From an optimization exercise on the open Yosys and OpenROAD flow, aimed at small area, a short achievable clock period and few clock cycles per item; shortcuts taken in it are not production practice.
No functional check of the RTL was part of any run shown here.
Power is estimated from default activity; no workload was simulated.

$ cat run.sh
#!/bin/bash
# synth_recipe.tcl (not shown) runs the flow's synth.tcl, then flattens the netlist and writes it again
# the make line also repeats each setting of config.mk as NAME=value (left out here)
make -C /OpenROAD-flow-scripts/flow DESIGN_CONFIG=/design/flow/config.mk WORK_HOME=/design/flow/orfs CLKGATE_MAP_FILE= SYNTH_SCRIPT=/design/flow/synth_recipe.tcl finish
$ cat config.mk
export PLATFORM = sky130hd
export DESIGN_NAME = non_rest
export DESIGN_NICKNAME = non_rest
export VERILOG_FILES = /design/flow/design.v
export SDC_FILE = /design/flow/constraint.sdc
export NUM_CORES = 4
export LEC_CHECK = 0
export CAP_MARGIN = 20
export CORE_MARGIN = 2
export CORE_UTILIZATION = 40
export SETUP_SLACK_MARGIN = 3.5
export SLEW_MARGIN = 20
$ cat constraint.sdc
create_clock -name core_clock -period 6.0 [get_ports {clk}]
set_input_delay 1.2000 -clock core_clock [delete_from_list [all_inputs] [get_ports {clk}]]
set_output_delay 1.2000 -clock core_clock [all_outputs]
set_load 0.01 [all_outputs]
$ cat design.v
module non_rest #(parameter n=16, s=16) (output wire [s-1:0] QUOTIENT, REMAINDER, output wire done,
    input wire [n-1:0] x, y, input wire clk, reset, start);
    localparam LD = 3;
    reg [15:0] Q, R, M;    
    reg [3:0]  cnt;        
    reg        fin;
    assign QUOTIENT  = Q;
    assign REMAINDER = R;
    assign done      = fin;
    wire        busy = |cnt;
    wire [16:0] T    = {R, Q[15]};
    wire [17:0] D    = {1'b0, T} - {2'b0, M};
    wire        qb   = ~D[17];
    wire            ysmall = ~|y[15:LD];
    reg  [LD-1:0]   lr, lq;
    reg  [LD:0]     lt;
    integer i;
    always @* begin
        lr = 0; lq = 0;
        for (i = LD-1; i >= 0; i = i - 1) begin
            lt = {lr, x[16-LD+i]};
            lq[i] = ysmall && (lt >= {1'b0, y[LD-1:0]});
            lr = lq[i] ? lt - {1'b0, y[LD-1:0]} : lt;
        end
    end
    always @(posedge clk, posedge reset)
        if (reset) begin
            cnt <= 4'd0; fin <= 1'b0;
        end else if (start) begin
            cnt <= 16 - LD; fin <= 1'b0;
        end else if (busy) begin
            cnt <= cnt - 4'd1;
            if (cnt == 4'd1) fin <= 1'b1;
        end
    always @(posedge clk)
        if (start) begin
            M <= y;
            R <= {{(16-LD){1'b0}}, lr};
            Q <= {x[15-LD:0], lq};
        end else if (busy) begin
            R <= qb ? D[15:0] : T[15:0];
            Q <= {Q[14:0], qb};
        end
endmodule
==> results of run 1 <==
## registers in the layout, indices dropped and copies added (netlist names)
name and flops:
M 16, Q 16, R 16, cnt 4
fin 1
## through the flow
stage,setup slack (ns),std cells,util (%),hold WS [ns],power (mW)
finish,1.441,530,58.88,0.5067,1.795
global route,1.300,530,58.88,0.5392,1.907
CTS,1.507,516,55.88,0.5177,1.685
detailed placement,0.5918,487,50.70,0.4905,1.302
global placement,0.7465,487,50.70,0.4805,1.295
floorplan,1.552,323,-,0.5076,1.055
## worst max path at each step
stage                      from    to  slack, ns  cells past startpoint
after floorplan           y[10]  R[0]       1.55                     16
after global placement     y[4]  R[0]       0.75                     18
after detailed placement  y[11]  R[0]       0.59                     18
after CTS                 y[15]  R[0]       1.51                     18
after global routing      x[15]  R[0]       1.30                     19
final                      y[5]  R[0]       1.44                     17
## cell usage after synthesis, drive strengths merged, types with 3 or more instances
master	count	area share, %
o31ai	4	1.0
nor2b	3	0.56
o21ai	11	1.6
nand2	15	1.7
nand3	5	0.75
dfxtp	13	7.8
mux2	15	5.1
mux2i	13	3.9
a21o	5	1.2
dfrtp	5	3.7
edfxtp	35	31
xnor2	6	1.6
inv	37	4.2
ha	27	10
nor3	7	1.0
o211ai	6	1.3
fa	3	1.8
a31oi	4	0.75
a311oi	3	0.79
nor2	27	3.0
a211oi	11	2.5
and3	3	0.56
or3	5	0.94
nor4	3	0.56
o21a	7	1.6
buf	6	1.2
or2	3	0.56
xor2	7	1.8
a21oi	14	2.1
clkbuf	3	0.64
## per-layer routing
layer / part of all wire, % / vias to the layer above / track usage [%]
met4: 1.5 / 0 / 6.310
met5: 0 / - / 0
met2: 50 / 75 / 32.16
met3: 4.1 / 14 / 3.083
met1: 45 / 1388 / 25.06
li1: - / 1381 / -
## worst max-delay path, delay by kind of cell
kind / cells / cell delay [ns]
simple gates: 5 / 0.97
mux: 3 / 0.59
buf+inv: 2 / 0.28
compound gates: 5 / 1.15
fa+ha+maj: 2 / 0.46
## power groups by stage
stage | combinational (mW) | sequential (mW) | clock, mW
detailed placement | 0.757 | 0.546 | 0
global route | 1.09 | 0.575 | 0.238
CTS | 0.904 | 0.551 | 0.230
finish | 1.01 | 0.563 | 0.224
global placement | 0.749 | 0.546 | 0
floorplan | 0.495 | 0.559 | 0
## area by class of cell
| class | instances | area [um2] | share of cell area [%] |
|---|---|---|---|
| Clock buffer | 5 | 68.82 | 1.430 |
| Clock inverter | 3 | 26.28 | 0.5459 |
| Inverter | 37 | 138.9 | 2.885 |
| Multi-Input combinational cell | 225 | 2074 | 43.10 |
| Sequential cell | 53 | 1455 | 30.23 |
| Tap cell | 105 | 131.4 | 2.729 |
| Timing Repair Buffer | 102 | 918.4 | 19.08 |
## logic make-up (layout without fill, tap and decap cells)
group / count (synthesis) / in the layout / synth area share, %
mux: 28 / 28 / 8.951
buf+inv: 46 / 147 / 5.992
fa+ha+maj: 30 / 30 / 11.91
xor+xnor: 13 / 13 / 3.408
compound gates: 76 / 76 / 15.66
flops: 53 / 53 / 43.00
simple gates: 77 / 78 / 11.09
## cell usage in the layout (no fill, tap or decap), types with 7 or more instances in the layout
master            n
clkdlybuf4s50_1  42
a21oi_1          12
ha_4             11
buf_2             7
nand2_1           9
ha_1             14
mux2i_1          11
dfxtp_2          12
mux2_2           13
dlygate4sd2_1     7
inv_1            34
xor2_1            7
edfxtp_1         35
buf_4            33
nor2_1           26
o21ai_0           7
o21a_1            7
a211oi_1         11
## repair_timing
action / 4_1_cts / 5_1_grt
setup buffers: 20 / 14
gates resized for setup: 95 / 37
hold buffers: 0 / 0
gates cloned: 1 / 0
endpoints found under the setup margin: 45 / 27
pin swaps: 31 / 32
endpoints found under the hold margin: 0 / 0
==> flow_metrics.tcl, run 1 <==
set metrics [dict create \
    peakVddDrop_v 0.0002468 \
    min_path_cells 2 \
    synth_edf_count 35 \
    io_buffers 67 \
    rr_startpoint "R[1]" \
    htreeDepth 2 \
    synth_nets 388 \
    min_period_ns 4.559 \
    antenna_found_initial 0 \
    finalClockSkew_ns 0.01165 \
    internal_power_mw 1.117 \
    start_util_pct 40.86 \
    power.share.clock_pct 12.5 \
    routabilityCongestion 0.8507 \
    core_mm2 0.008175 \
    maxSlewViolCount 0 \
    design.die.area_mm2 0.009098 \
    cp_slowest_cell "a221oi_4" \
    slowest_delay_ns 0.40 \
    worstSetupPathType "input pin to flip-flop" \
    num_rows 33 \
    crit_arrival_ns 4.65 \
    path_max_fanout 5 \
    grt_usage_pct 19.09 \
    reg2regPathDepth 10 \
    area_delta_synth_final_pct 44.08 \
    ys_ff_latch 53 \
    end_kind "flip-flop" \
    clockRootBuffer "clkbuf_8" \
    clk_pin_slew_ns 0.11 \
    worst_ep_required_time_ns 6.09 \
    finalHoldViolCount 0 \
    synth_async_sr_flop_share_pct 9.434 \
    drive_above_1_share_pct 32.00 \
    yosysWarningCount 1 \
    pin_count 68 \
    vias 2858 \
    grt_pass1_vias 2830 \
    max_clock_freq_mhz 219.3 \
    routed_wl_um 8617 \
    synth_area_per_cell_um2 10.34 \
    finalSetupViolCount 0 \
    worstHoldEndpoint "R[7]" \
    die_w_um 95.39 \
    grt_max_degree 47 \
    dpl-instance-area_mm2 0.004145 \
    drc 0 \
    status "no timing/DRC/antenna violations" \
    avgRoutedWirePerCell_um 16.26 \
    start_kind "input pin" \
    cts_buffer_depth 2 \
    rrSetupSlack_ns 3.41 \
    grt_overflow 0 \
    cts_buffers 5 \
    tightest_slew_ns 0.7992 \
    rsz0062_at_grt "yes" \
    combPwrFrac_pct 56.1 \
    p_leak_nw 2.040 \
    grt_pass1_wl_um 13430 \
    cts_tree "yes" \
    cts.sinks 53 \
    antenna_cells 0 \
    fp.dieH_um 95.39 \
    ys_seq_area_share_pct 43.00 \
    hold_class "flip-flop to flip-flop" \
    min_from "R[7]" \
    dpl.hpwl_um 5603 \
    powerDensity_mw_per_mm2 372.9 \
    netlist_area_mm2 0.003341 \
    reg2reg_to "R[3]" \
    fin_tns_setup_ns 0 \
    clk_latency_ns 0.32 \
    synthFlopType "edfxtp_1" \
    crit_chain "buf_6, nor4_4, nand4_1, or2_4, o21ai_4, ha_4, nand2_2, nand2_2, a221oi_4, buf_4, mux2i_1, o22a_1, ha_4, a21oi_4, a31o_4, mux2i_1, mux2_4" \
    pwr-share-seq_pct 31.4 \
    drt_iter0_markers 107 \
    nNetsFinal 489 \
    drtPass1Iterations 4 \
    p_sw_mw 0.6781 \
    yosysUniqueCellTypes 53 \
    stdcell_area_mm2 0.004813 \
    maxCapViolations 0 \
    fillers 732 \
    vias_per_cell 5.392 \
    fin_crit_sh_pct 75.98 \
    ant_nets 0 \
    max_slew_margin_pct 46.59 \
    p_sw_share_pct 37.78 \
    synthCells 323 \
]
==> run 2: changes to the inputs <==
==> design.v (replaced) <==
module non_rest #(parameter n=16, s=16) (output wire [s-1:0] QUOTIENT, REMAINDER, output wire done,
    input wire [n-1:0] x, y, input wire clk, reset, start);
    localparam K  = 1;
    localparam LD = 1;
    localparam S1 = 8;     
    localparam S2 = 4;     
    reg [15:0] Q, R, M;    
    reg [3:0]  cnt;        
    reg        fin;
    assign QUOTIENT  = Q;
    assign REMAINDER = R;
    assign done      = fin;
    wire busy = |cnt;
    reg [15:0] sr, sq;
    reg [16:0] st;
    reg [17:0] sd;
    integer j;
    always @* begin
        sr = R; sq = Q;
        for (j = 0; j < K; j = j + 1) begin
            st = {sr, sq[15]};
            sd = {1'b0, st} - {2'b0, M};
            sr = sd[17] ? st[15:0] : sd[15:0];
            sq = {sq[14:0], ~sd[17]};
        end
    end
    wire            ysmall = ~|y[15:LD];
    reg  [LD-1:0]   lr, lq;
    reg  [LD:0]     lt;
    integer i;
    always @* begin
        lr = 0; lq = 0;
        for (i = LD-1; i >= 0; i = i - 1) begin
            lt = {lr, x[16-LD+i]};
            lq[i] = ysmall && (lt >= {1'b0, y[LD-1:0]});
            lr = lq[i] ? lt - {1'b0, y[LD-1:0]} : lt;
        end
    end
    wire u1 = (S1 > 0) && (y >= (17'd1 << S1));
    wire u2 = (S2 > 0) && !u1 && (y >= (17'd1 << S2));
    wire [31:0] xs1 = {16'd0, x} << S1;
    wire [31:0] xs2 = {16'd0, x} << S2;
    always @(posedge clk, posedge reset)
        if (reset) begin
            cnt <= 4'd0; fin <= 1'b0;
        end else if (start) begin
            cnt <= u1 ? (16 - S1) / K : u2 ? (16 - S2) / K : (16 - LD) / K;
            fin <= 1'b0;
        end else if (busy) begin
            cnt <= cnt - 4'd1;
            if (cnt == 4'd1) fin <= 1'b1;
        end
    always @(posedge clk)
        if (start) begin
            M <= y;
            if (u1)      begin R <= xs1[31:16]; Q <= xs1[15:0]; end
            else if (u2) begin R <= xs2[31:16]; Q <= xs2[15:0]; end
            else         begin R <= {{(16-LD){1'b0}}, lr}; Q <= {x[15-LD:0], lq}; end
        end else if (busy) begin
            R <= sr;
            Q <= sq;
        end
endmodule
==> run 2 against run 1 <==
Against the previous run: highest routed layer unchanged; first-iteration DRC count rose by 60%; core utilization fell by 4.1 points; maximum frequency rose by 83%; power rose by 4.6%; cell count rose by 4.7%; worst setup slack improved by 2.1 ns; area after synthesis rose by 9.4%; sequential power rose by 8.5%; sequential share of layout area rose by 2.3 points; count of clock-buffer cells in the layout rose by 2; synthesized cell count rose by 11%; still clean on timing, DRC and antenna; die area rose by 9.0%.
==> flow_metrics.tcl, run 2 <==
set metrics [dict create \
    vias_per_cell 5.723 \
    status "no timing/DRC/antenna violations" \
    synth_area_per_cell_um2 10.24 \
    fillers 785 \
    finalClockSkew_ns 0.01408 \
    stdcell_area_mm2 0.004820 \
    rr_startpoint "R[11]" \
    synth_async_sr_flop_share_pct 9.434 \
    cts.sinks 53 \
    design.die.area_mm2 0.009921 \
    yosys-top-cells-area "edfxtp_1 39%, ha_1 6.8%, mux2i_1 4.1%" \
    p_leak_nw 1.992 \
    avgRoutedWirePerCell_um 18.30 \
    clk_latency_ns 0.31 \
    netlist.area_leader.share_pct 39.43 \
    rsz0062_at_grt "yes" \
    grt_max_degree 70 \
    cts_buffers 5 \
    fin_crit_sh_pct 41.57 \
    hold_slack_ns 0.5083 \
    path_max_fanout 13 \
    synthCells 357 \
    yosysWarningCount 1 \
    cts_buffer_depth 2 \
    peakVddDrop_v 0.0001700 \
    finalSetupViolCount 0 \
    maxCapViolations 0 \
    min_period_ns 2.494 \
    drive_above_1_share_pct 19.91 \
    antenna_found_initial 0 \
    area_delta_synth_final_pct 31.83 \
    endpoint "R[3]" \
    reg2reg_to "R[3]" \
    start_util_pct 41.52 \
    synth_area_leader_cell "edfxtp_1" \
    synthFlopType "edfxtp_1" \
    antenna_cells 0 \
    routabilityCongestion 0.8940 \
    power_mw 1.877 \
    grt_pass1_wl_um 15730 \
    finalHoldViolCount 0 \
    maxSlewViolCount 0 \
    ant_nets 0 \
    pin_count 68 \
    htreeDepth 2 \
    netlist_top_cells_count "48 x edfxtp_1, 32 x inv_1, 29 x nand2_1" \
    grt_pass1_vias 3057 \
    fin_util_pct 54.73 \
    max_clock_freq_mhz 400.9 \
    fp.dieH_um 99.61 \
    synth_nets 413 \
    yosysUniqueCellTypes 62 \
    grt_usage_pct 20.04 \
    powerDensity_mw_per_mm2 389.4 \
    clockRootBuffer "clkbuf_8" \
    core_mm2 0.008806 \
    worstSetupPathType "flip-flop to flip-flop" \
    vias 3176 \
    io_buffers 67 \
    ys_seq_area_share_pct 42.85 \
    clk_pin_slew_ns 0.11 \
    max_slew_margin_pct 46.90 \
    hold_class "flip-flop to flip-flop" \
    num_rows 34 \
    synth_most_common_cell "edfxtp_1" \
    netlist_area_mm2 0.003656 \
    drt_iter0_markers 171 \
    reg2regPathDepth 9 \
    worst_ep_required_time_ns 6.03 \
    ys_ff_latch 53 \
    nNetsFinal 502 \
    fin_tns_setup_ns 0 \
    dpl-instance-area_mm2 0.004325 \
    end_kind "flip-flop" \
    hold_buffers 0 \
    start_kind "flip-flop" \
    crit_arrival_ns 2.52 \
    grt_overflow 0 \
    synth_edf_count 48 \
    mostFrequentLayoutCells "48 x edfxtp_1, 45 x clkdlybuf4s50_1, 30 x inv_1, 27 x nand2_1, 27 x buf_4" \
    dpl.hpwl_um 6557 \
    routed_wl_um 10160 \
    rrSetupSlack_ns 3.51 \
    cts_tree "yes" \
    drtPass1Iterations 4 \
    die_w_um 99.61 \
    drc 0 \
    crit_start "R[11]" \
    final_common_cell "edfxtp_1" \
    tightest_slew_ns 0.7948 \
]
[run 2: cell types whose count changed after synthesis, moves of 6 or more]
cell / delta
edfxtp_1: +13
a22oi_1: +6
mux2_2: -7
o21a_1: -6
dfxtp_1: -13
o22ai_1: +9
o21ai_0: +12
a21oi_1: +9
ha_1: -7
nand2_1: +14
nor2_1: -16
nand3_1: +7
a211oi_1: -9
[run 2: where the power goes]
part / internal [mW] / total (mW) / switching (mW)
combinational: 0.499 / 1.06 / 0.559
sequential: 0.533 / 0.611 / 0.0782
clock: 0.0832 / 0.207 / 0.124
total: 1.12 / 1.88 / 0.761
[run 2: timing repair]
action | CTS | global route
cloned | 3 | 1
gates resized for setup | 43 | 25
setup endpoints to repair | 74 | 36
pin swaps | 7 | 10
buffers inserted | 15 | 12
[run 2: stage by stage]
stage	setup slack [ns]	instances
2_1_floorplan	3.507	357
3_3_place_gp	2.546	516
3_5_place_dp	2.544	516
4_1_cts	3.446	542
5_1_grt	3.429	555
6_report	3.506	555
[run 2: logic make-up (layout without fill, tap and decap cells)]
| family | after synthesis | after routing | synth area share [%] |
|---|---|---|---|
| multiplexers | 23 | 23 | 6.571 |
| XOR/XNOR | 8 | 8 | 1.917 |
| buffers and inverters | 51 | 138 | 7.734 |
| flip-flops | 53 | 53 | 42.85 |
| AO/OA/AOI/OAI | 114 | 115 | 21.53 |
| AND/OR/NAND/NOR | 87 | 89 | 12.01 |
| adder cells (fa/ha/maj) | 21 | 21 | 7.392 |
[run 2: how the worst min path moves through the flow]
stage	to	startpoint	slack, ns	cells past startpoint
3_3_place_gp	fin	fin	0.48	2
3_5_place_dp	fin	fin	0.49	2
6_report	fin	fin	0.51	2
5_1_grt	cnt[3]	cnt[3]	0.57	1
2_1_floorplan	cnt[3]	cnt[3]	0.51	1
4_1_cts	fin	fin	0.51	2
[run 2: layer usage]
layer / routed length (um) / track usage [%] / up-vias
met5: 0 / 0 / -
li1: - / - / 1526
met4: 173 / 5.690 / 0
met3: 611 / 4.076 / 14
met2: 4904 / 33.47 / 101
met1: 4469 / 26.46 / 1535
[run 2: area by class of cell]
cell class / count / area (um2) / share of cell area, %
multi-input combinational: 256 / 2006 / 41.61
sequential: 53 / 1567 / 32.50
timing repair buffer: 98 / 908.4 / 18.85
tap: 108 / 135.1 / 2.804
inverter: 32 / 120.1 / 2.492
clock buffer: 7 / 76.32 / 1.584
clock inverter: 1 / 7.507 / 0.1558
[run 2: worst max-delay path: stages, from the launching register on]
cell and delay (ns):
edfxtp_1 0.46, ha_2 0.42, nand2_2 0.12, o21ai_4 0.21, o2111a_2 0.33, o31ai_4 0.11
buf_12 0.17, buf_4 0.13, a31oi_1 0.17, a22oi_1 0.08
==> run 3: changes to the inputs <==
--- a/design.v
+++ b/design.v
@@ -1,7 +1,7 @@
 module non_rest #(parameter n=16, s=16) (output wire [s-1:0] QUOTIENT, REMAINDER, output wire done,
     input wire [n-1:0] x, y, input wire clk, reset, start);
-    localparam K  = 1;
-    localparam LD = 1;
+    localparam K  = 2;
+    localparam LD = 2;
     localparam S1 = 8;     
     localparam S2 = 4;     
     reg [15:0] Q, R, M;    
==> run 3 against run 2 <==
Against the previous run: via count up 29%; power up 93%; largest cell class unchanged; count of clock-buffer cells in the layout decreased by 2; largest power group unchanged; sequential cell count did not move; still clean on timing, DRC and antenna.
==> flow_metrics.tcl, run 3 <==
set metrics [dict create \
    grt_usage_pct 21.94 \
    yosysWarningCount 1 \
    cts.sinks 53 \
    yosysUniqueCellTypes 63 \
    mostFrequentLayoutCells "48 x edfxtp_1, 43 x buf_4, 36 x nand2_1, 31 x inv_1, 31 x clkdlybuf4s50_1" \
    max_clock_freq_mhz 214.3 \
    fin_tns_setup_ns 0 \
    start_util_pct 40.97 \
    finalHoldViolCount 0 \
    synth_edf_count 48 \
    synth_most_common_cell "edfxtp_1" \
    netlist_top_cells_count "48 x edfxtp_1, 39 x ha_1, 39 x o21ai_0" \
    worstSetupPathType "flip-flop to flip-flop" \
    min_from "fin" \
    rsz0062_at_grt "yes" \
    grt_pass1_wl_um 20330 \
    drt_iter0_markers 167 \
    area_delta_synth_final_pct 40.87 \
    crit_chain "ha_1, nor2b_4, o31a_1, a21o_2, o311ai_4, buf_6, and2_4, mux2_4, ha_4, o21ai_1, a221oi_2, o211ai_1, a31oi_2, and2_4, a311oi_4, buf_6, buf_16, a211o_2, a22oi_1" \
    cts_buffers 5 \
    place_inst 662 \
    grtUsageMet1_pct 30.37 \
    p_sw_share_pct 43.24 \
    antenna_found_initial 0 \
    netlist_area_mm2 0.004442 \
    status "no timing/DRC/antenna violations" \
    slowest_delay_ns 0.43 \
    synth_area_leader_cell "edfxtp_1" \
    routed_wl_um 13220 \
    fin_ws_ns 1.335 \
    hold_class "flip-flop to flip-flop" \
    finalSetupViolCount 0 \
    fin_util_pct 57.72 \
    synthCells 466 \
    vias 4082 \
    p_sw_mw 1.566 \
    worst_ep_required_time_ns 6.15 \
    peakVddDrop_v 0.0002358 \
    synth_area_per_cell_um2 9.532 \
    clk_latency_ns 0.32 \
    fin_crit_sh_pct 77.76 \
    multiInputGateArea_mm2 0.003043 \
    crit_start "R[0]" \
    hold_slack_ns 0.5433 \
    nNetsFinal 665 \
    internal_power_mw 2.056 \
    final_common_cell "edfxtp_1" \
    maxSlewViolCount 0 \
    synth_async_sr_flop_share_pct 9.434 \
    end_kind "flip-flop" \
    io_buffers 67 \
    netlist.area_leader.share_pct 32.45 \
    ant_nets 0 \
    start_kind "flip-flop" \
    pwr-share-seq_pct 17.6 \
    core_mm2 0.01084 \
    die_w_um 109.4 \
    routabilityCongestion 0.8412 \
    max_slew_margin_pct 46.42 \
    vias_per_cell 5.592 \
    synthFlopType "edfxtp_1" \
    synth_nets 542 \
    power.share.clock_pct 6.2 \
    area.sequential_mm2 0.001567 \
    instances_no_fill 730 \
    tightest_slew_ns 0.8020 \
    num_rows 38 \
    grt_pass1_vias 3994 \
    finalClockSkew_ns 0.006265 \
    rr_startpoint "R[0]" \
    min_period_ns 4.666 \
    maxCapViolations 0 \
    design.die.area_mm2 0.01196 \
    crit_arrival_ns 4.82 \
    cts_buffer_depth 2 \
    pin_count 68 \
    drc 0 \
    drtPass1Iterations 4 \
    path_max_fanout 5 \
    p_leak_nw 2.782 \
    ys_ff_latch 53 \
    ys_seq_area_share_pct 35.27 \
    yosys-top-cells-area "edfxtp_1 32%, ha_1 11%, mux2i_1 5.6%" \
    antenna_cells 0 \
    grtUsageMet2_pct 36.11 \
    cp_slowest_cell "edfxtp_1" \
    htreeDepth 2 \
    place_worst_setup_slack_ns 0.8843 \
    busiest_layer "met2" \
    grt_max_degree 51 \
    avgRoutedWirePerCell_um 18.11 \
    fillers 944 \
    cts_tree "yes" \
    grt_overflow 0 \
    clk_pin_slew_ns 0.11 \
    clockRootBuffer "clkbuf_8" \
    fp.dieH_um 109.4 \
    powerDensity_mw_per_mm2 578.8 \
    met3_usage_pct 2.964 \
    dpl.hpwl_um 8831 \
    drive_above_1_share_pct 24.92 \
    combPwrFrac_pct 76.2 \
]
-- run 3: per-stage QoR --
stage | power, mW | area [um2]
final | 3.622 | 6257
after CTS | 3.375 | 5888
after global placement | 2.818 | 5383
after detailed placement | 2.839 | 5383
after floorplan | 2.323 | 4618
after global routing | 3.889 | 6257
-- run 3: timing repair --
item	4_1_cts	5_1_grt
pin swaps	15	9
setup buffers	29	24
setup endpoints to repair	35	46
hold buffers	0	0
resized for setup	53	60
cloned	5	2
-- run 3: area by class of cell --
type	count	share of cell area, %
clock buffer	5	1.100
sequential	53	25.03
tap	140	2.799
clock inverter	3	0.3999
multi-input combinational	366	48.63
inverter	37	2.240
timing repair buffer	126	19.80
-- run 3: critical path: cells and delay by family, from the launching register on --
family	cells	cell delay, ns
AOI/OAI and AO/OA	10	2.17
adders and majority gates	2	0.59
and+or+nand+nor	3	0.50
buffers and inverters	3	0.47
DFF	1	0.43
muxes	1	0.34
-- run 3: path summary, 6_finish.rpt --
check / endpoint / slack, ns / cells after the start
max in group asynchronous: cnt[0] / 4.76 / 2
max: R[3] / 1.33 / 19
min: fin / 0.54 / 2
max reg2reg: R[3] / 1.33 / 19
min reg2reg: fin / 0.54 / 2
min in group asynchronous: cnt[2] / 1.07 / 2
-- run 3: metal layers --
| metal | share of wire [%] | wire length, um | vias up |
|---|---|---|---|
| met4 | 2.2 | 287 | 0 |
| met1 | 46 | 6071 | 1937 |
| met3 | 4.9 | 650 | 25 |
| met5 | 0 | 0 | - |
| li1 | - | - | 1997 |
| met2 | 47 | 6209 | 123 |
-- run 3: logic make-up after synthesis --
logic type | synth area share, %
DFF | 35.27
muxes | 9.183
adders and majority gates | 11.89
xor gates and xnor gates | 4.535
AOI/OAI and AO/OA | 20.96
and+or+nand+nor | 13.41
buffers and inverters | 4.761
-- run 3: power groups by stage --
stage	clock (mW)	combinational, mW	sequential, mW
after global placement	0	2.17	0.651
after global routing	0.240	3.00	0.649
after CTS	0.226	2.51	0.643
after detailed placement	0	2.19	0.650
final	0.223	2.76	0.638
after floorplan	0	1.66	0.668
==> run 4: changes to the inputs <==
==> design.v (replaced) <==
module non_rest #(parameter n=16, s=16) (output wire [s-1:0] QUOTIENT, REMAINDER, output wire done,
    input wire [n-1:0] x, y, input wire clk, reset, start);
    reg [s-1:0] Q, M;
    reg [s:0] R;
    integer count;
    reg finish_tk;
    assign QUOTIENT = Q;
    assign REMAINDER = R[s-1:0];
    assign done = finish_tk;
    always @(posedge clk, posedge reset) 
		begin
			if (reset) 
				begin 
					count = 0; finish_tk = 1'b0; Q = 0; R = 0; 
				end
			else if (start) 
				begin 
					Q = x; M = y; R = 0; count = 1; finish_tk = 1'b0; 
				end 
			else if (count > 0) 
				begin 
					if (R[s] == 1) 
						begin  
							R = R << 1;             
							R[0] = Q[s-1];          
							Q = Q << 1;             
							R = R + M; 
						end
					else 
						begin    
							R = R << 1;           
							R[0] = Q[s-1];        
							Q = Q << 1;           
							R = R - M;  
						end
			if (R[s] == 1) 
				begin 
					Q[0] = 0; 
				end 
			else 
				begin 
					Q[0] = 1; 
				end             
			 count = count + 1; 
			 if (count==s+1) 
    begin 
		count = 0;
		if (R[s] == 1) 
			begin 
				R = R + M; 
			end  
		finish_tk = 1'b1;
	end
	end
    end
endmodule
--- a/config.mk
+++ b/config.mk
@@ -8,5 +8,4 @@
 export CAP_MARGIN = 20
 export CORE_MARGIN = 2
 export CORE_UTILIZATION = 40
-export SETUP_SLACK_MARGIN = 3.5
 export SLEW_MARGIN = 20
==> run 4 against run 3 <==
Against the previous run: still clean; synthesized cell count increased by 69%; global-route usage increased by 0.59 points; clock skew increased by 0.0026 ns; non-clock buffer count decreased by 52; first-iteration DRC count increased to 3.3 times the previous value; count of clock-buffer cells in the layout increased by 5; sequential power increased by 24%; sequential cell count increased by 29; clock power increased by 140%; register-to-register slack got worse by 0.74 ns; critical endpoint is now R[14]; largest power group unchanged.
==> flow_metrics.tcl, run 4 <==
set metrics [dict create \
    status "no timing/DRC/antenna violations" \
    io_buffers 67 \
    drive_above_1_share_pct 6.807 \
    maxCapViolations 0 \
    p_leak_nw 3.034 \
    maxSlewViolCount 0 \
    worst_ep_required_time_ns 6.26 \
    synth_nets 861 \
    fin_tns_setup_ns 0 \
    start_util_pct 40.77 \
    grt_max_degree 46 \
    cts_tree "yes" \
    clockRootBuffer "clkbuf_16" \
    drtPass1Iterations 6 \
    yosys-top-cells-area "dfrtp_1 25%, edfxtp_1 7.1%, ha_1 7.1%" \
    synth_edf_count 16 \
    area_delta_synth_final_pct 13.69 \
    pin_count 68 \
    antenna_cells 0 \
    final_common_cell "clkdlybuf4s50_1" \
    num_rows 47 \
    dpl-instance-area_mm2 0.007375 \
    instances_no_fill 1028 \
    synthFlopType "dfrtp_1" \
    finalClockSkew_ns 0.008896 \
    die_w_um 133.8 \
    ys_seq_area_share_pct 31.64 \
    cpLargestDelayFamily "compound AO/OA/AOI/OAI gates" \
    end_kind "flip-flop" \
    pwr-share-seq_pct 20.8 \
    ant_nets 0 \
    core_mm2 0.01652 \
    routabilityCongestion 0.9493 \
    max_clock_freq_mhz 185.1 \
    antenna_found_initial 0 \
    dpl.hpwl_um 14020 \
    cts.sinks 82 \
    max_slew_margin_pct 32.21 \
    nNetsFinal 878 \
    critical_path_depth 19 \
    place_worst_setup_slack_ns 0.5295 \
    finalHoldViolCount 0 \
    grt_pass1_wl_um 32160 \
    power.share.clock_pct 14.3 \
    worstSetupPathType "flip-flop to flip-flop" \
    cts_buffer_depth 2 \
    rsz0062_at_grt "no" \
    drt_iter0_markers 545 \
    reg2regPathDepth 19 \
    p_sw_share_pct 47.28 \
    fin_crit_sh_pct 90.02 \
    internal_power_mw 2.008 \
    synth_area_per_cell_um2 8.572 \
    stdcell_area_mm2 0.007660 \
    fp.dieH_um 133.8 \
    path_max_fanout 5 \
    grt_overflow 0 \
    cts_resized 0 \
    avgRoutedWirePerCell_um 19.18 \
    synth_most_common_cell "dfrtp_1" \
    critical_path_buf_inv_count 1 \
    grt_pass1_vias 6051 \
    min_path_cells 2 \
    start_kind "flip-flop" \
    vias_per_cell 6.085 \
    finalSetupViolCount 0 \
    netlist_top_cells_count "66 x dfrtp_1, 64 x nand2_1, 59 x nor2_1" \
    peakVddDrop_v 0.0002424 \
    place_inst 1012 \
    hold_buffers 0 \
    slowest_delay_ns 0.49 \
    hold_slack_ns 0.5046 \
    tightest_slew_ns 1.016 \
    htreeDepth 3 \
    crit_top_cell "ha_1" \
    drc 0 \
    combPwrFrac_pct 64.8 \
    powerDensity_mw_per_mm2 497.1 \
    clk_latency_ns 0.36 \
    grt_usage_pct 22.53 \
    yosysUniqueCellTypes 73 \
    yosysWarningCount 1 \
    synth_async_sr_flop_share_pct 80.49 \
    clk_pin_slew_ns 0.07 \
    cp_slowest_cell "or3b_2" \
    p_sw_mw 1.800 \
    fin_ws_ns 0.5987 \
    mostFrequentLayoutCells "67 x clkdlybuf4s50_1, 66 x dfrtp_1, 64 x nand2_1, 57 x nor2_1, 54 x o21ai_0" \
    netlist.area_leader.share_pct 24.51 \
    vias 6255 \
    hold_class "flip-flop to flip-flop" \
    min_period_ns 5.401 \
    cts_buffers 9 \
    crit_chain "inv_1, ha_1, or3b_2, nor3_1, nor2_1, xnor2_1, ha_1, and2_1, a22o_1, a31oi_1, a21boi_0, ha_1, a2111o_1, o2111ai_1, a21oi_1, o31ai_1, a21o_1, a21oi_1, a211oi_1" \
    synthCells 786 \
    ys_ff_latch 82 \
    routed_wl_um 19720 \
    netlist_area_mm2 0.006738 \
    design.die.area_mm2 0.01790 \
    crit_arrival_ns 5.66 \
    synth_area_leader_cell "dfrtp_1" \
    largest_reg_flops 32 \
    postCtsSetupBuffers 0 \
]
## run 4: changes by cell type in the layout (fill, tap and decap cells not counted), moves of 19 or more
cell,delta
clkdlybuf4s50_1,+36
edfxtp_1,-32
o21ai_0,+28
dfrtp_1,+61
buf_4,-36
nor2_1,+31
a31oi_1,+22
dlymetal6s2s_1,-19
nand2_1,+28
nor3_1,+24
## run 4: worst reg2reg max path, delay by kind of cell, from the launching register on
kind | cells | cell delay [ns]
flops | 1 | 0.44
compound gates | 10 | 2.74
fa+ha+maj | 3 | 0.87
buf+inv | 1 | 0.14
simple gates | 4 | 0.96
xor+xnor | 1 | 0.15
## run 4: worst paths after layout
kind | endpoint | slack, ns | from
worst max-delay path | R[14] | 0.60 | M[1]
worst min register to register | finish_tk | 0.50 | finish_tk
worst max register to register | R[14] | 0.60 | M[1]
worst min-delay path | finish_tk | 0.50 | finish_tk
max in group asynchronous | Q[7] | 3.73 | reset
min in group asynchronous | count[3] | 1.26 | reset
## run 4: kinds of logic after synthesis
group                      share of synthesized area [%]
xor gates and xnor gates                           6.110
AOI/OAI and AO/OA                                  21.32
adders and majority gates                          7.651
buffers and inverters                              6.834
DFF                                                31.64
muxes                                              2.544
and+or+nand+nor                                    23.90
## run 4: power by group through the flow
stage / Clock (mW) / Combinational [mW] / Sequential (mW)
2_1_floorplan: 0 / 1.88 / 0.749
3_3_place_gp: 0 / 2.36 / 0.800
3_5_place_dp: 0 / 2.41 / 0.802
4_1_cts: 0.555 / 2.43 / 0.792
5_1_grt: 0.577 / 2.73 / 0.808
6_report: 0.546 / 2.47 / 0.794
## run 4: cell type report
type                       instances  area, um2
timing repair buffer              74      723.2
sequential                        82       2132
clock inverter                     6      48.80
clock buffer                      10      229.0
inverter                          25      93.84
tap                              220      275.3
multi-input combinational        611       4158
fill                            1610       8865
## run 4: metal layers
| layer | global-route usage (%) | routed length [um] |
|---|---|---|
| met5 | 0 | 0 |
| met1 | 31.41 | 9175 |
| met3 | 3.250 | 1229 |
| met4 | 8.570 | 393 |
| met2 | 35.53 | 8925 |
## run 4: per-stage QoR
stage,power (mW),util (%)
3_5_place_dp,3.215,44.63
4_1_cts,3.776,46.31
2_1_floorplan,2.629,-
3_3_place_gp,3.161,44.63
6_report,3.808,46.35
5_1_grt,4.115,46.35
==> run 5: changes to the inputs <==
==> design.v (replaced) <==
module non_rest #(parameter n=16, s=16) (output wire [s-1:0] QUOTIENT, REMAINDER, output wire done,
    input wire [n-1:0] x, y, input wire clk, reset, start);
    reg [15:0] Q, R, M;    
    reg [3:0]  cnt;        
    reg        fin;
    assign QUOTIENT  = Q;
    assign REMAINDER = R;
    assign done      = fin;
    wire        busy = |cnt;
    wire [16:0] T    = {R, Q[15]};
    wire [17:0] D    = {1'b0, T} - {2'b0, M};
    wire        qb   = ~D[17];
    wire        z4   = (cnt >= 4'd4) & ({R, Q[15:12]} < {4'd0, M});
    wire        z2   = (cnt >= 4'd2) & ({R, Q[15:14]} < {2'd0, M});
    wire l4    = ({12'd0, x[15:12]} < y);
    wire l2    = ({14'd0, x[15:14]} < y);
    wire y_le1 = ~|y[15:1];
    wire q0    = y_le1 & (~y[0] | x[15]);
    wire r0    = x[15] & ~(y_le1 & y[0]);
    always @(posedge clk, posedge reset)
        if (reset) begin
            cnt <= 4'd0; fin <= 1'b0;
        end else if (start) begin
            cnt <= l4 ? 4'd12 : l2 ? 4'd14 : 4'd15;
            fin <= 1'b0;
        end else if (busy) begin
            cnt <= cnt - (z4 ? 4'd4 : z2 ? 4'd2 : 4'd1);
            if (cnt == 4'd1 || (z2 && cnt == 4'd2) || (z4 && cnt == 4'd4)) fin <= 1'b1;
        end
    always @(posedge clk)
        if (start) begin
            M <= y;
            if (l4) begin
                R <= {12'd0, x[15:12]}; Q <= {x[11:0], 4'd0};
            end else if (l2) begin
                R <= {14'd0, x[15:14]}; Q <= {x[13:0], 2'd0};
            end else begin
                R <= {15'd0, r0};       Q <= {x[14:0], q0};
            end
        end else if (busy) begin
            if (z4) begin
                R <= {R[11:0], Q[15:12]}; Q <= {Q[11:0], 4'd0};
            end else if (z2) begin
                R <= {R[13:0], Q[15:14]}; Q <= {Q[13:0], 2'd0};
            end else begin
                R <= qb ? D[15:0] : T[15:0];
                Q <= {Q[14:0], qb};
            end
        end
endmodule
==> run 5 against run 4 <==
Against the previous run: worst setup slack improved by 1.8 ns; global-route usage decreased by 1.8 points; count of clock-buffer cells in the layout decreased by 4; critical path type unchanged; critical endpoint is now R[3].
==> flow_metrics.tcl, run 5 <==
set metrics [dict create \
    yosys-top-cells-area "edfxtp_1 30%, ha_1 14%, mux2i_1 8.0%" \
    worstHoldEndpoint "fin" \
    hold_buffers 0 \
    power.share.clock_pct 10.9 \
    grt_usage_pct 20.72 \
    clk_latency_ns 0.30 \
    finalSetupViolCount 0 \
    rsz0062_at_grt "no" \
    vias 4114 \
    rrSetupSlack_ns 2.44 \
    internal_power_mw 1.680 \
    grt_pass1_wl_um 21220 \
    cts_resized 0 \
    synthCells 500 \
    mostFrequentLayoutCells "66 x clkdlybuf4s50_1, 53 x ha_1, 48 x edfxtp_1, 47 x nand2_1, 38 x mux2i_1" \
    vias_per_cell 5.827 \
    place_worst_setup_slack_ns 2.149 \
    maxSlewViolCount 0 \
    synth_nets 590 \
    hold_slack_ns 0.5117 \
    dpl.hpwl_um 9719 \
    min_from "fin" \
    netlist_area_mm2 0.004753 \
    path_max_fanout 45 \
    netlist_top_cells_count "53 x ha_1, 48 x edfxtp_1, 47 x nand2_1" \
    antenna_found_initial 0 \
    grt_overflow 0 \
    fp.dieH_um 113.0 \
    grt_max_degree 48 \
    finalHoldViolCount 0 \
    fillers 1110 \
    end_kind "flip-flop" \
    postCtsSetupBuffers 0 \
    yosysWarningCount 1 \
    synth_area_leader_cell "edfxtp_1" \
    cts_tree "yes" \
    synth_edf_count 48 \
    area_delta_synth_final_pct 20.61 \
    die_w_um 113.0 \
    cts_buffer_depth 2 \
    routed_wl_um 12900 \
    nNetsFinal 652 \
    reg2regPathDepth 9 \
    max_slew_margin_pct 45.05 \
    synthFlopType "edfxtp_1" \
    cts.sinks 53 \
    powerDensity_mw_per_mm2 540.9 \
    yosysUniqueCellTypes 71 \
    fin_crit_sh_pct 59.30 \
    clockRootBuffer "clkbuf_16" \
    max_clock_freq_mhz 281.0 \
    io_buffers 67 \
    hold_class "flip-flop to flip-flop" \
    synth_most_common_cell "ha_1" \
    combPwrFrac_pct 64.7 \
    clk_pin_slew_ns 0.08 \
    p_sw_share_pct 45.81 \
    worstSetupPathType "flip-flop to flip-flop" \
    pin_count 68 \
    cts_buffers 5 \
    ys_ff_latch 53 \
    ys_seq_area_share_pct 32.96 \
    core_mm2 0.01152 \
    fin_util_pct 49.78 \
    maxCapViolations 0 \
    drtPass1Iterations 15 \
    synth_async_sr_flop_share_pct 9.434 \
    fin_ws_ns 2.442 \
    start_util_pct 41.28 \
    power_mw 3.101 \
    num_rows 39 \
    final_common_cell "clkdlybuf4s50_1" \
    avgRoutedWirePerCell_um 18.27 \
    tightest_slew_ns 0.8179 \
    min_path_cells 1 \
    ant_nets 0 \
    htreeDepth 2 \
    status "no timing/DRC/antenna violations" \
    drive_above_1_share_pct 5.506 \
    fin_tns_setup_ns 0 \
    min_period_ns 3.558 \
    finalClockSkew_ns 0.009310 \
    worst_ep_required_time_ns 6.01 \
    routabilityCongestion 0.8156 \
    reg2reg_to "R[3]" \
    antenna_cells 0 \
    drt_iter0_markers 254 \
    drc 0 \
    design.die.area_mm2 0.01277 \
    synth_area_per_cell_um2 9.507 \
    p_leak_nw 2.335 \
    start_kind "flip-flop" \
    crit_arrival_ns 3.57 \
    p_sw_mw 1.421 \
    peakVddDrop_v 0.0002645 \
    netlist.area_leader.share_pct 30.32 \
    pwr-share-seq_pct 24.4 \
    rr_startpoint "R[6]" \
    grt_pass1_vias 4043 \
]
[run 5: cell types whose count changed after synthesis, moves of 17 or more]
cell,before,now
nand4_1,19,1
edfxtp_1,16,48
xnor2_1,27,8
o21ai_0,54,25
buf_4,19,1
nor3_1,32,9
dfrtp_1,66,5
mux2i_1,16,38
nand2_1,64,47
a31oi_1,27,2
nor2_1,59,37
nand3_1,26,9
xor2_1,20,3
clkbuf_1,35,13
[run 5: power by group through the flow]
stage	Combinational, mW	Clock (mW)	Sequential, mW
global route	2.22	0.360	0.777
global placement	1.96	0	0.762
CTS	2.00	0.344	0.758
floorplan	1.42	0	0.736
finish	2.01	0.338	0.756
detailed placement	1.99	0	0.765
[run 5: worst max path at each step]
stage / start / endpoint / slack (ns) / cells past startpoint
floorplan: y[1] / Q[12] / 2.74 / 10
finish: R[6] / R[3] / 2.44 / 9
global route: R[6] / R[15] / 2.14 / 10
detailed placement: R[5] / cnt[3] / 2.15 / 11
global placement: R[5] / cnt[3] / 2.24 / 11
CTS: R[5] / cnt[3] / 2.14 / 11
[run 5: final cells by class]
cell class / instances / area [um2] / area share [%]
tap: 143 / 178.9 / 3.121
multi-input combinational: 392 / 2967 / 51.75
clock inverter: 2 / 38.79 / 0.6766
sequential: 53 / 1567 / 27.32
inverter: 36 / 135.1 / 2.357
clock buffer: 6 / 128.9 / 2.248
timing repair buffer: 74 / 718.2 / 12.53
[run 5: critical path: stages, from the launching register on]
cell and delay (ns):
edfxtp_1 0.52, ha_1 0.38, nand4_1 0.16, nor4_1 0.26
a21oi_1 0.21, a21oi_4 0.20, buf_4 0.43, nand2_1 0.23
nor3_1 0.68, a32oi_1 0.20
[run 5: cells by family after synthesis]
kind of cell / after synthesis / share of synthesized area (%)
AND/OR/NAND/NOR: 143 / 14.77
buffers and inverters: 55 / 4.949
adder cells (fa/ha/maj): 55 / 14.79
AO/OA/AOI/OAI: 142 / 21.72
XOR/XNOR: 11 / 2.027
multiplexers: 41 / 8.792
flip-flops: 53 / 32.96
[run 5: stage by stage]
step                instance area (um2)  instances
floorplan                          4753        500
global placement                   5562        698
detailed placement                 5562        698
CTS                                5729        706
global route                       5733        706
finish                             5733        706
[run 5: layer usage]
layer / share of wire, % / GRT usage (%) / vias to the layer above
li1: - / - / 2031
met1: 46 / 28.29 / 1959
met2: 48 / 34.33 / 109
met3: 4.1 / 2.250 / 15
met4: 1.8 / 7.073 / 0
met5: 0 / 0 / -
==> run 6: changes to the inputs <==
==> design.v (replaced) <==
module non_rest #(parameter n=16, s=16) (output wire [s-1:0] QUOTIENT, REMAINDER, output wire done,
    input wire [n-1:0] x, y, input wire clk, reset, start);
    reg [15:0] Q, R, M;    
    reg [3:0]  cnt;        
    reg        fin;
    assign QUOTIENT  = Q;
    assign REMAINDER = R;
    assign done      = fin;
    wire        busy = |cnt;
    wire [16:0] T    = {R, Q[15]};
    wire [17:0] D    = {1'b0, T} - {2'b0, M};
    wire        qb   = ~D[17];
    wire y_le1 = ~|y[15:1];
    wire q0    = y_le1 & (~y[0] | x[15]);
    wire r0    = x[15] & ~(y_le1 & y[0]);
    wire c8 = |y[15:8];
    wire c4 = |y[15:4];
    wire ysm = ~|y[15:2];
    reg  a1, a2;
    reg  [1:0] r2;
    always @* begin
        a1 = 1'b0; a2 = 1'b0; r2 = x[15:14];
        if (ysm)
            case (y[1:0])
                2'd0: begin a1 = 1'b1;  a2 = 1'b1; end
                2'd1: begin a1 = x[15]; a2 = x[14]; r2 = 2'd0; end
                2'd2: begin a2 = x[15]; r2 = {1'b0, x[14]}; end
                2'd3: begin a2 = x[15] & x[14]; if (x[15] & x[14]) r2 = 2'd0; end
            endcase
    end
    always @(posedge clk, posedge reset)
        if (reset) begin
            cnt <= 4'd0; fin <= 1'b0;
        end else if (start) begin
            if (c8) begin cnt <= 4'd8; fin <= 1'b0; end
            else if (c4) begin cnt <= 4'd12; fin <= 1'b0; end
            else begin cnt <= 4'd14; fin <= 1'b0; end
        end else if (busy) begin
            cnt <= cnt - 4'd1;
            if (cnt == 4'd1) fin <= 1'b1;
        end
    always @(posedge clk)
        if (start) begin
            M <= y;
            if (c8) begin R <= {8'd0, x[15:8]}; Q <= {x[7:0], 8'd0}; end
            else if (c4) begin R <= {12'd0, x[15:12]}; Q <= {x[11:0], 4'd0}; end
            else begin R <= {14'd0, r2}; Q <= {x[13:0], a1, a2}; end
        end else if (busy) begin
            R <= qb ? D[15:0] : T[15:0];
            Q <= {Q[14:0], qb};
        end
endmodule
==> flow/run.sh (new file) <==
#!/bin/bash
# Standard layout, with the port buffers made from buf_1 cells instead of the
# default choice; the resizer still upsizes any of them that timing needs.
set -euo pipefail
bash standard.sh "BUFFER_PORTS_ARGS=-buffer_cell sky130_fd_sc_hd__buf_1" finish > orfs_make.log 2>&1
==> standard.sh (new file) <==
#!/bin/bash
# synth_recipe.tcl (not shown) runs the flow's synth.tcl, then flattens the netlist and writes it again
# the make line also repeats each setting of config.mk as NAME=value (left out here)
make -C /OpenROAD-flow-scripts/flow DESIGN_CONFIG=/design/flow/config.mk WORK_HOME=/design/flow/orfs CLKGATE_MAP_FILE= SYNTH_SCRIPT=/design/flow/synth_recipe.tcl "${@:-finish}"
--- a/config.mk
+++ b/config.mk
@@ -8,4 +8,5 @@
 export CAP_MARGIN = 20
 export CORE_MARGIN = 2
 export CORE_UTILIZATION = 40
+export SETUP_SLACK_MARGIN = 3.5
 export SLEW_MARGIN = 20
removed: run.sh
==> run 6 against run 5 <==
Against the previous run: clock skew rose by 0.0079 ns; first-iteration DRC count fell by 53%; area after synthesis fell by 24%; maximum frequency rose by 37%; clock power fell by 38%; cell count fell by 22%; power fell by 43%; register-to-register slack improved by 1.0 ns.
==> flow_metrics.tcl, run 6 <==
set metrics [dict create \
    status "no timing/DRC/antenna violations" \
    crit_start "y[4]" \
    rr_startpoint "R[13]" \
    end_kind "flip-flop" \
    synthCells 353 \
    power_mw 1.763 \
    finalHoldViolCount 0 \
    clockRootBuffer "clkbuf_8" \
    wl_met3_um 439 \
    fillers 777 \
    routabilityCongestion 0.8470 \
    drt_iter0_markers 119 \
    vias_per_cell 5.740 \
    reg2regPathDepth 5 \
    finalClockSkew_ns 0.01725 \
    htreeDepth 2 \
    clk_pin_slew_ns 0.10 \
    vias 3163 \
    pin_count 68 \
    worst_ep_required_time_ns 6.07 \
    rrSetupSlack_ns 3.49 \
    powerDensity_mw_per_mm2 390.1 \
    rsz0062_at_grt "yes" \
    antenna_found_initial 0 \
    grt_overflow 0 \
    grt_max_degree 49 \
    clk_latency_ns 0.32 \
    nNetsFinal 497 \
    peakVddDrop_v 0.0001758 \
    place_worst_setup_slack_ns 2.125 \
    cts.sinks 53 \
    area.sequential_mm2 0.001567 \
    finalSetupViolCount 0 \
    synth_async_sr_flop_share_pct 9.434 \
    grt_pass1_vias 3131 \
    min_period_ns 2.605 \
    dpl.hpwl_um 6715 \
    start_util_pct 41.18 \
    yosysWarningCount 1 \
    yosysUniqueCellTypes 57 \
    start_kind "input pin" \
    hold_class "flip-flop to flip-flop" \
    drive_above_1_share_pct 20.09 \
    routed_wl_um 9688 \
    cts_buffer_depth 2 \
    fin_tns_setup_ns 0 \
    design.die.area_mm2 0.009752 \
    grt_pass1_wl_um 15600 \
    tightest_slew_ns 1.041 \
    fin_crit_sh_pct 43.42 \
    p_leak_nw 1.794 \
    netlist.area_leader.share_pct 40.14 \
    path_max_fanout 3 \
    maxSlewViolCount 0 \
    netlist_area_mm2 0.003591 \
    maxCapViolations 0 \
    crit_arrival_ns 2.68 \
    dpl-instance-area_mm2 0.003939 \
    ys_ff_latch 53 \
    yosys-top-cells-area "edfxtp_1 40%, ha_1 6.6%, mux2i_1 4.5%" \
    multiInputGateArea_mm2 0.002103 \
    stdcell_area_mm2 0.004519 \
    max_clock_freq_mhz 383.8 \
    ant_nets 0 \
    cts_tree "yes" \
    synth_most_common_cell "edfxtp_1" \
    synth_area_per_cell_um2 10.17 \
    dr_wl_met2_um 4527 \
    mostFrequentLayoutCells "63 x buf_1, 48 x edfxtp_1, 32 x nand2_1, 25 x inv_1, 24 x buf_4" \
    grt_usage_pct 19.62 \
    synth_edf_count 48 \
    drtPass1Iterations 4 \
    synth_area_leader_cell "edfxtp_1" \
    top_layer "met4" \
    hold_slack_ns 0.5032 \
    cts_buffers 5 \
    antenna_cells 0 \
    reg2reg_to "R[2]" \
    synth_nets 408 \
    fin_ws_ns 3.395 \
    avgRoutedWirePerCell_um 17.58 \
    ys_seq_area_share_pct 43.62 \
    fp.dieH_um 98.75 \
    die_w_um 98.75 \
    area_delta_synth_final_pct 25.85 \
    synthFlopType "edfxtp_1" \
    drc 0 \
    core_mm2 0.008721 \
    io_buffers 67 \
    netlist_top_cells_count "48 x edfxtp_1, 33 x nand2_1, 25 x inv_1" \
    max_slew_margin_pct 30.44 \
    num_rows 34 \
    final_common_cell "buf_1" \
    endpoint "R[1]" \
    wl_met1_um 4599 \
    worstSetupPathType "input pin to flip-flop" \
]
## run 6: cell count changes after synthesis, sizes merged, moves of 7 or more
cell	delta
nor2	-24
mux2i	-22
nand2	-15
o221ai	-7
o22ai	-8
o2bb2ai	+7
ha	-34
inv	-10
a211o	-12
## run 6: final cells by class
class	instances	area share, %
multi-input cells	260	46.54
clock inverters	3	0.4707
flip-flops and latches	53	34.66
repair buffers	96	11.54
well taps	108	2.990
clock buffers	5	1.523
inverters	26	2.270
## run 6: power by group
part           internal, mW  switching, mW
registers             0.527         0.0764
logic                 0.413          0.537
clock network        0.0832          0.126
total                  1.02          0.740
## run 6: what timing repair did
item,CTS,global route
setup endpoints to repair,66,22
hold buffers,0,0
setup buffers,19,8
gates resized for setup,40,27
gates cloned,1,0
pin swaps,13,12
## run 6: how the worst min path moves through the flow
stage	startpoint	to	slack (ns)	depth (start not counted)
after floorplan	cnt[3]	cnt[3]	0.49	2
after CTS	fin	fin	0.51	2
after global placement	fin	fin	0.48	2
final	fin	fin	0.50	2
after global routing	fin	fin	0.58	2
after detailed placement	fin	fin	0.49	2
## run 6: kinds of logic after synthesis
group / after synthesis / synth area share [%]
compound gates: 105 / 20.84
buf+inv: 41 / 4.913
xor+xnor: 10 / 2.439
mux: 24 / 6.969
simple gates: 100 / 14.04
fa+ha+maj: 20 / 7.178
flops: 53 / 43.62
## run 6: critical path, stage by stage
cell and delay [ns]:
buf_8 0.10, or4_4 0.57, or4_4 0.45, o21ai_2 0.15, o21ai_1 0.08, o31a_1 0.12
## run 6: per-stage QoR
step / util (%) / cells
final: 51.82 / 551
after detailed placement: 45.17 / 515
after floorplan: - / 353
after global placement: 45.17 / 515
after CTS: 49.86 / 543
after global routing: 51.82 / 551
## run 6: per-layer routing
| metal | global-route usage, % | vias to the layer above |
|---|---|---|
| met5 | 0 | - |
| met4 | 5.585 | 0 |
| met3 | 2.624 | 10 |
| met2 | 31.50 | 87 |
| met1 | 27.89 | 1542 |
| li1 | - | 1524 |
==> run 7: changes to the inputs <==
--- a/design.v
+++ b/design.v
@@ -8,8 +8,30 @@
     assign done      = fin;
     wire        busy = |cnt;
     wire [16:0] T    = {R, Q[15]};
-    wire [17:0] D    = {1'b0, T} - {2'b0, M};
-    wire        qb   = ~D[17];
+    wire [16:0] nm = {1'b1, ~M};
+    wire [16:0] pg = T ^ nm;
+    wire [16:0] gg = T & nm;
+    wire [16:0] gi = {gg[16:1], gg[0] | pg[0]};    
+    wire [16:0] pp = T | nm;
+    wire [16:0] G [0:5];
+    wire [16:0] P [0:5];
+    assign G[0] = gi;
+    assign P[0] = pp;
+    genvar l, b;
+    generate for (l = 0; l < 5; l = l + 1) begin : lv
+        for (b = 0; b < 17; b = b + 1) begin : bt
+            if ((b >> l) & 1) begin : c
+                assign G[l+1][b] = G[l][b] | (P[l][b] & G[l][((b >> l) << l) - 1]);
+                assign P[l+1][b] = P[l][b] & P[l][((b >> l) << l) - 1];
+            end else begin : p
+                assign G[l+1][b] = G[l][b];
+                assign P[l+1][b] = P[l][b];
+            end
+        end
+    end endgenerate
+    wire [17:0] cy = {G[5], 1'b1};    
+    wire [16:0] D  = pg ^ cy[16:0];
+    wire        qb = cy[17];
     wire y_le1 = ~|y[15:1];
     wire q0    = y_le1 & (~y[0] | x[15]);
     wire r0    = x[15] & ~(y_le1 & y[0]);
==> run 7 against run 6 <==
Against the previous run: first-iteration DRC count up 18%; cell count is 4.7% lower; sequential cell count unchanged; clock power increased by about 20%; count of clock-buffer cells in the layout grew 1; sequential power decreased by 1%; critical path depth rose by 4; critical endpoint is now R[5]; largest power group unchanged; final area fell by 4.7%; global-route usage is 1.7 points lower; hold slack better by 0.021 ns; register-to-register slack lost 0.06 ns.
==> flow_metrics.tcl, run 7 <==
set metrics [dict create \
    cts.sinks 53 \
    synth_async_sr_flop_share_pct 9.434 \
    stdcell_area_mm2 0.004308 \
    avgRoutedWirePerCell_um 16.45 \
    core_mm2 0.008593 \
    vias_per_cell 5.328 \
    nNetsFinal 487 \
    reg2regPathDepth 10 \
    vias 2797 \
    synthFlopType "edfxtp_1" \
    ys_ff_latch 53 \
    clk_latency_ns 0.31 \
    rrSetupSlack_ns 3.43 \
    powerDensity_mw_per_mm2 412.6 \
    antenna_cells 0 \
    cts_buffers 5 \
    netlist_area_mm2 0.003502 \
    routed_wl_um 8634 \
    min_from "fin" \
    ys_seq_area_share_pct 44.73 \
    fin_crit_sh_pct 42.83 \
    status "no timing/DRC/antenna violations" \
    area_delta_synth_final_pct 23.01 \
    synth_edf_count 48 \
    tightest_slew_ns 0.6125 \
    fp.dieH_um 97.57 \
    finalHoldViolCount 0 \
    start_kind "flip-flop" \
    yosys-top-cells-area "edfxtp_1 41%, ha_1 11%, mux2i_1 5.4%" \
    routabilityCongestion 0.7887 \
    io_buffers 67 \
    final_common_cell "buf_1" \
    min_period_ns 2.570 \
    reg2reg_to "R[5]" \
    grt_pass1_wl_um 13820 \
    path_max_fanout 6 \
    synth_most_common_cell "edfxtp_1" \
    drt_iter0_markers 141 \
    grt_max_degree 50 \
    crit_chain "ha_2, fa_2, nor2_4, o311ai_4, a21oi_2, o211ai_4, a32oi_4, buf_12, mux2i_1, a21oi_1" \
    rsz0062_at_grt "yes" \
    synthCells 329 \
    grt_overflow 0 \
    yosysWarningCount 1 \
    crit_arrival_ns 2.64 \
    pin_count 68 \
    min_path_cells 2 \
    grt_pass1_vias 2797 \
    netlist_top_cells_count "48 x edfxtp_1, 44 x inv_1, 32 x ha_1" \
    cts_buffer_depth 2 \
    synth_area_per_cell_um2 10.64 \
    synth_area_leader_cell "edfxtp_1" \
    slowest_delay_ns 0.39 \
    synth_nets 400 \
    fin_tns_setup_ns 0 \
    ant_nets 0 \
    yosysUniqueCellTypes 44 \
    maxSlewViolCount 0 \
    dpl-instance-area_mm2 0.003861 \
    htreeDepth 2 \
    num_rows 34 \
    die_w_um 97.57 \
    clk_pin_slew_ns 0.10 \
    cts_tree "yes" \
    rr_startpoint "M[0]" \
    netlist.area_leader.share_pct 41.16 \
    drtPass1Iterations 4 \
    finalSetupViolCount 0 \
    start_util_pct 40.75 \
    end_kind "flip-flop" \
    drc 0 \
    max_slew_margin_pct 58.83 \
    antenna_found_initial 0 \
    worstHoldEndpoint "fin" \
    p_leak_nw 1.712 \
    grt_usage_pct 17.97 \
    mostFrequentLayoutCells "66 x buf_1, 48 x edfxtp_1, 43 x inv_1, 31 x ha_1, 24 x nor2_1" \
    worst_ep_required_time_ns 6.07 \
    finalClockSkew_ns 0.001918 \
    peakVddDrop_v 0.0001311 \
    design.die.area_mm2 0.009520 \
    hold_class "flip-flop to flip-flop" \
    maxCapViolations 0 \
    clockRootBuffer "clkbuf_8" \
    dpl.hpwl_um 5625 \
    drive_above_1_share_pct 15.11 \
    worstSetupPathType "flip-flop to flip-flop" \
    cp_slowest_cell "edfxtp_1" \
    hold_buffers 0 \
    max_clock_freq_mhz 389.2 \
]
==> run 7: cell count changes after synthesis, moves of 6 or more <==
cell and delta:
ha_1 +13, nand4_1 -6, inv_1 +19, nor2_1 +13, nand3_1 -6, nand2_1 -10
a21o_1 -7, o21ai_0 -6
==> run 7: layout make-up <==
type                            instances  area (um2)
Multi-Input combinational cell        224        1896
Clock buffer                            6       72.57
Inverter                               44       168.9
Sequential cell                        53        1567
Clock inverter                          2       33.78
Tap cell                              108       135.1
Timing Repair inverter                  1       5.005
Timing Repair Buffer                   87       430.4
Fill cell                             812        4285
==> run 7: cells by family after synthesis <==
family | count (synthesis) | synth area share (%)
fa+ha+maj | 36 | 13.72
flops | 53 | 44.73
compound gates | 68 | 13.40
buf+inv | 55 | 6.467
mux | 28 | 8.324
simple gates | 77 | 10.36
xor+xnor | 12 | 3.001
==> run 7: critical path, delay by kind of cell, from the launching register on <==
family / cells / cell delay [ns]
muxes: 1 / 0.22
adders and majority gates: 2 / 0.57
DFF: 1 / 0.39
AOI/OAI and AO/OA: 5 / 0.85
buffers and inverters: 1 / 0.16
and+or+nand+nor: 1 / 0.13
==> run 7: per-layer routing <==
metal | routed length [um] | vias to the layer above | GRT usage [%]
li1 | - | 1349 | -
met1 | 3786 | 1349 | 24.12
met2 | 4250 | 90 | 30.45
met3 | 473 | 9 | 2.950
met4 | 124 | 0 | 4.380
met5 | 0 | - | 0
==> run 7: worst max-delay path by stage <==
| stage | start | endpoint | depth (start not counted) |
|---|---|---|---|
| floorplan | y[6] | Q[12] | 5 |
| global placement | start | Q[15] | 4 |
| detailed placement | start | R[15] | 4 |
| CTS | M[0] | R[4] | 10 |
| global route | Q[15] | R[8] | 11 |
| finish | M[0] | R[5] | 10 |
==> run 7: through the flow <==
step                      instances  utilization (%)  worst slack, ns  hold WS, ns  power (mW)
final                           525            50.13            3.431       0.5238       1.778
after global routing            525            50.13            3.299       0.5449       1.901
after CTS                       516            48.70            3.386       0.5377       1.711
after detailed placement        495            44.93            2.748       0.5127       1.322
after global placement          495            44.93            2.811       0.5064       1.306
after floorplan                 329                -            3.263       0.4846       1.150
==> run 7: power by group <==
group	internal, mW	switching (mW)	total (mW)
sequential	0.519	0.0788	0.598
clock	0.124	0.129	0.252
combinational	0.435	0.492	0.927
total	1.08	0.700	1.78
==> run 7: timing repair <==
action | in CTS | in global routing
endpoints found under the setup margin | 65 | 62
hold endpoints to repair | 0 | 0
buffers inserted | 9 | 9
resized for setup | 17 | 12
gates cloned | 4 | 0
pin swaps | 6 | 12
==> run 8: changes to the inputs <==
--- a/design.v
+++ b/design.v
@@ -37,19 +37,13 @@
     wire r0    = x[15] & ~(y_le1 & y[0]);
     wire c8 = |y[15:8];
     wire c4 = |y[15:4];
-    wire ysm = ~|y[15:2];
-    reg  a1, a2;
-    reg  [1:0] r2;
-    always @* begin
-        a1 = 1'b0; a2 = 1'b0; r2 = x[15:14];
-        if (ysm)
-            case (y[1:0])
-                2'd0: begin a1 = 1'b1;  a2 = 1'b1; end
-                2'd1: begin a1 = x[15]; a2 = x[14]; r2 = 2'd0; end
-                2'd2: begin a2 = x[15]; r2 = {1'b0, x[14]}; end
-                2'd3: begin a2 = x[15] & x[14]; if (x[15] & x[14]) r2 = 2'd0; end
-            endcase
-    end
+    wire       ysm = ~|y[15:2];
+    wire [2:0] t1  = {2'd0, x[15]};
+    wire       a1  = ysm & (t1 >= {1'b0, y[1:0]});
+    wire [1:0] r1  = a1 ? t1[1:0] - y[1:0] : t1[1:0];
+    wire [2:0] t2  = {r1, x[14]};
+    wire       a2  = ysm & (t2 >= {1'b0, y[1:0]});
+    wire [1:0] r2  = a2 ? t2[1:0] - y[1:0] : t2[1:0];
     always @(posedge clk, posedge reset)
         if (reset) begin
             cnt <= 4'd0; fin <= 1'b0;
==> run 8 against run 7 <==
Against the previous run: worst setup slack got worse by 0.95 ns; power fell by 7.5%; sequential cell count did not move; clock skew rose by 0.015 ns; cell count rose by 4.6%.
==> flow_metrics.tcl, run 8 <==
set metrics [dict create \
    die_w_um 100.4 \
    finalClockSkew_ns 0.01700 \
    max_clock_freq_mhz 284.2 \
    place_inst 518 \
    dpl.hpwl_um 6255 \
    netlist.area_leader.share_pct 38.79 \
    worstHoldEndpoint "fin" \
    core_mm2 0.009109 \
    grt_overflow 0 \
    htreeDepth 2 \
    avgRoutedWirePerCell_um 16.92 \
    design.die.area_mm2 0.01008 \
    min_path_cells 2 \
    fillers 845 \
    yosysUniqueCellTypes 53 \
    grt_usage_pct 18.81 \
    nNetsFinal 512 \
    synth_area_per_cell_um2 10.62 \
    fp.dieH_um 100.4 \
    synth_most_common_cell "inv_1" \
    stdcell_area_mm2 0.004623 \
    max_slew_margin_pct 45.87 \
    start_kind "input pin" \
    clk_latency_ns 0.31 \
    grt_max_degree 55 \
    vias 2920 \
    drc 0 \
    synth_edf_count 48 \
    grt_pass1_vias 2924 \
    yosysWarningCount 1 \
    min_from "fin" \
    drtPass1Iterations 4 \
    area.sequential_mm2 0.001567 \
    dpl-instance-area_mm2 0.004134 \
    worst_ep_required_time_ns 6.01 \
    netlist_area_mm2 0.003716 \
    area_delta_synth_final_pct 24.41 \
    tightest_slew_ns 0.8100 \
    finalSetupViolCount 0 \
    crit_chain "buf_4, inv_2, ha_2, inv_2, ha_2, a21o_1, or4b_4, a32o_2, ha_4, a221oi_4, nor2b_2, mux2i_1, o21ai_1, a311oi_2" \
    mostFrequentLayoutCells "59 x buf_1, 48 x edfxtp_1, 47 x inv_1, 32 x ha_1, 20 x nand2_1" \
    reg2reg_to "R[4]" \
    ys_ff_latch 53 \
    synth_nets 425 \
    hold_class "flip-flop to flip-flop" \
    crit_start "x[15]" \
    antenna_found_initial 0 \
    min_period_ns 3.519 \
    netlist_top_cells_count "50 x inv_1, 48 x edfxtp_1, 36 x ha_1" \
    cts_buffer_depth 2 \
    rsz0062_at_grt "yes" \
    drt_iter0_markers 164 \
    cts.sinks 53 \
    fin_crit_sh_pct 58.65 \
    ys_seq_area_share_pct 42.15 \
    clk_pin_slew_ns 0.09 \
    maxCapViolations 0 \
    slowest_delay_ns 0.46 \
    io_buffers 67 \
    maxSlewViolCount 0 \
    fin_tns_setup_ns 0 \
    cts_tree "yes" \
    pin_count 68 \
    finalHoldViolCount 0 \
    routabilityCongestion 0.8398 \
    rrSetupSlack_ns 3.19 \
    cp_slowest_cell "or4b_4" \
    reg2regPathDepth 11 \
    synth_area_leader_cell "edfxtp_1" \
    status "no timing/DRC/antenna violations" \
]
-- run 8: cell types whose count changed after synthesis, moves of 3 or more --
cell | previous run | this run
a221oi_1 | 0 | 3
a311oi_1 | 3 | 0
a211oi_1 | 6 | 3
nand2b_1 | 1 | 4
inv_1 | 44 | 50
a21oi_1 | 19 | 16
nor2_1 | 27 | 22
ha_1 | 32 | 36
o31ai_1 | 0 | 3
nand3_1 | 6 | 10
-- run 8: logic make-up after synthesis --
group | Yosys count | synth area share (%)
simple gates | 83 | 11.18
buf+inv | 63 | 6.801
fa+ha+maj | 40 | 14.28
mux | 28 | 7.845
compound gates | 72 | 15.15
flops | 53 | 42.15
xor+xnor | 11 | 2.593
-- run 8: power by group --
group          switching (mW)  internal (mW)
Combinational           0.461          0.410
Sequential             0.0660          0.503
Clock                   0.122         0.0831
-- run 8: layout make-up --
cell class                 count  share of cell area (%)
multi-input combinational    235                   45.52
sequential                    53                   33.88
timing repair buffer          91                   11.56
inverter                      51                   4.222
tap                          111                   3.004
clock buffer                   7                   1.651
clock inverter                 1                  0.1624
-- run 8: metrics by stage --
| step | total power [mW] | hold slack [ns] | util (%) | worst slack, ns |
|---|---|---|---|---|
| after floorplan | 1.096 | 0.4846 | - | 2.353 |
| after global placement | 1.243 | 0.4944 | 45.38 | 1.494 |
| after detailed placement | 1.258 | 0.4963 | 45.38 | 1.375 |
| after CTS | 1.601 | 0.5185 | 49.23 | 2.447 |
| after global routing | 1.761 | 0.5652 | 50.76 | 2.386 |
| final | 1.645 | 0.5130 | 50.76 | 2.481 |
-- run 8: what timing repair did --
item,CTS,global route
buffers inserted,12,7
setup endpoints to repair,64,60
gates resized for setup,26,23
hold buffers,0,0
endpoints found under the hold margin,0,0
pin swaps,12,7
cloned,4,0
-- run 8: worst max-delay path by stage --
stage	depth (start not counted)	to	slack (ns)
2_1_floorplan	10	R[0]	2.35
3_3_place_gp	11	R[1]	1.49
3_5_place_dp	11	R[1]	1.37
4_1_cts	11	R[0]	2.45
5_1_grt	14	R[0]	2.39
6_report	14	R[0]	2.48
-- run 8: worst register-to-register path, stage by stage, from the launching register on --
cell	delay (ns)
edfxtp_1	0.38
ha_2	0.20
fa_2	0.37
or2_1	0.23
a221oi_2	0.26
o41a_4	0.19
a211oi_4	0.07
o41ai_4	0.25
buf_4	0.18
buf_12	0.13
mux2_4	0.30
o21ai_1	0.11
-- run 8: routing by layer --
layer | vias to the layer above | part of all wire (%) | GRT usage (%)
met5 | - | 0 | 0
met1 | 1397 | 44 | 24.61
met3 | 15 | 4.9 | 3.621
met4 | 0 | 1.8 | 5.690
met2 | 77 | 49 | 31.65
li1 | 1431 | - | -

separate check: timing with driven ports:
How much do the figures lean on ideal ports? The routed layouts below were timed once more, with nothing changed but the port constraints.
Step 1, drivers: a clkbuf_16 drives clk and a buf_2 each remaining input, both assumed.
Step 2 also shifts input and output timing later by t, the mid clock arrival at the registers, as if the neighbouring blocks saw the same clock.
a / b / c = no drivers / after step 1 / after step 2; a / b = the first two.
run | t, ns | setup WS [ns]
run 1 | 0.349 | 1.441 / 1.443 / 1.093
run 2 | 0.335 | 3.506 / 3.495 / 3.196
run 3 | 0.346 | 1.334 / 1.334 / 1.334
run 4 | 0.398 | 0.599 / 0.599 / 0.599
run 5 | 0.334 | 2.442 / 2.442 / 2.336
run 6 | 0.341 | 3.395 / 3.382 / 3.041
run 7 | 0.341 | 3.430 / 3.430 / 3.240
run 8 | 0.337 | 2.481 / 2.467 / 2.131
After both steps every run listed still meets setup and hold.
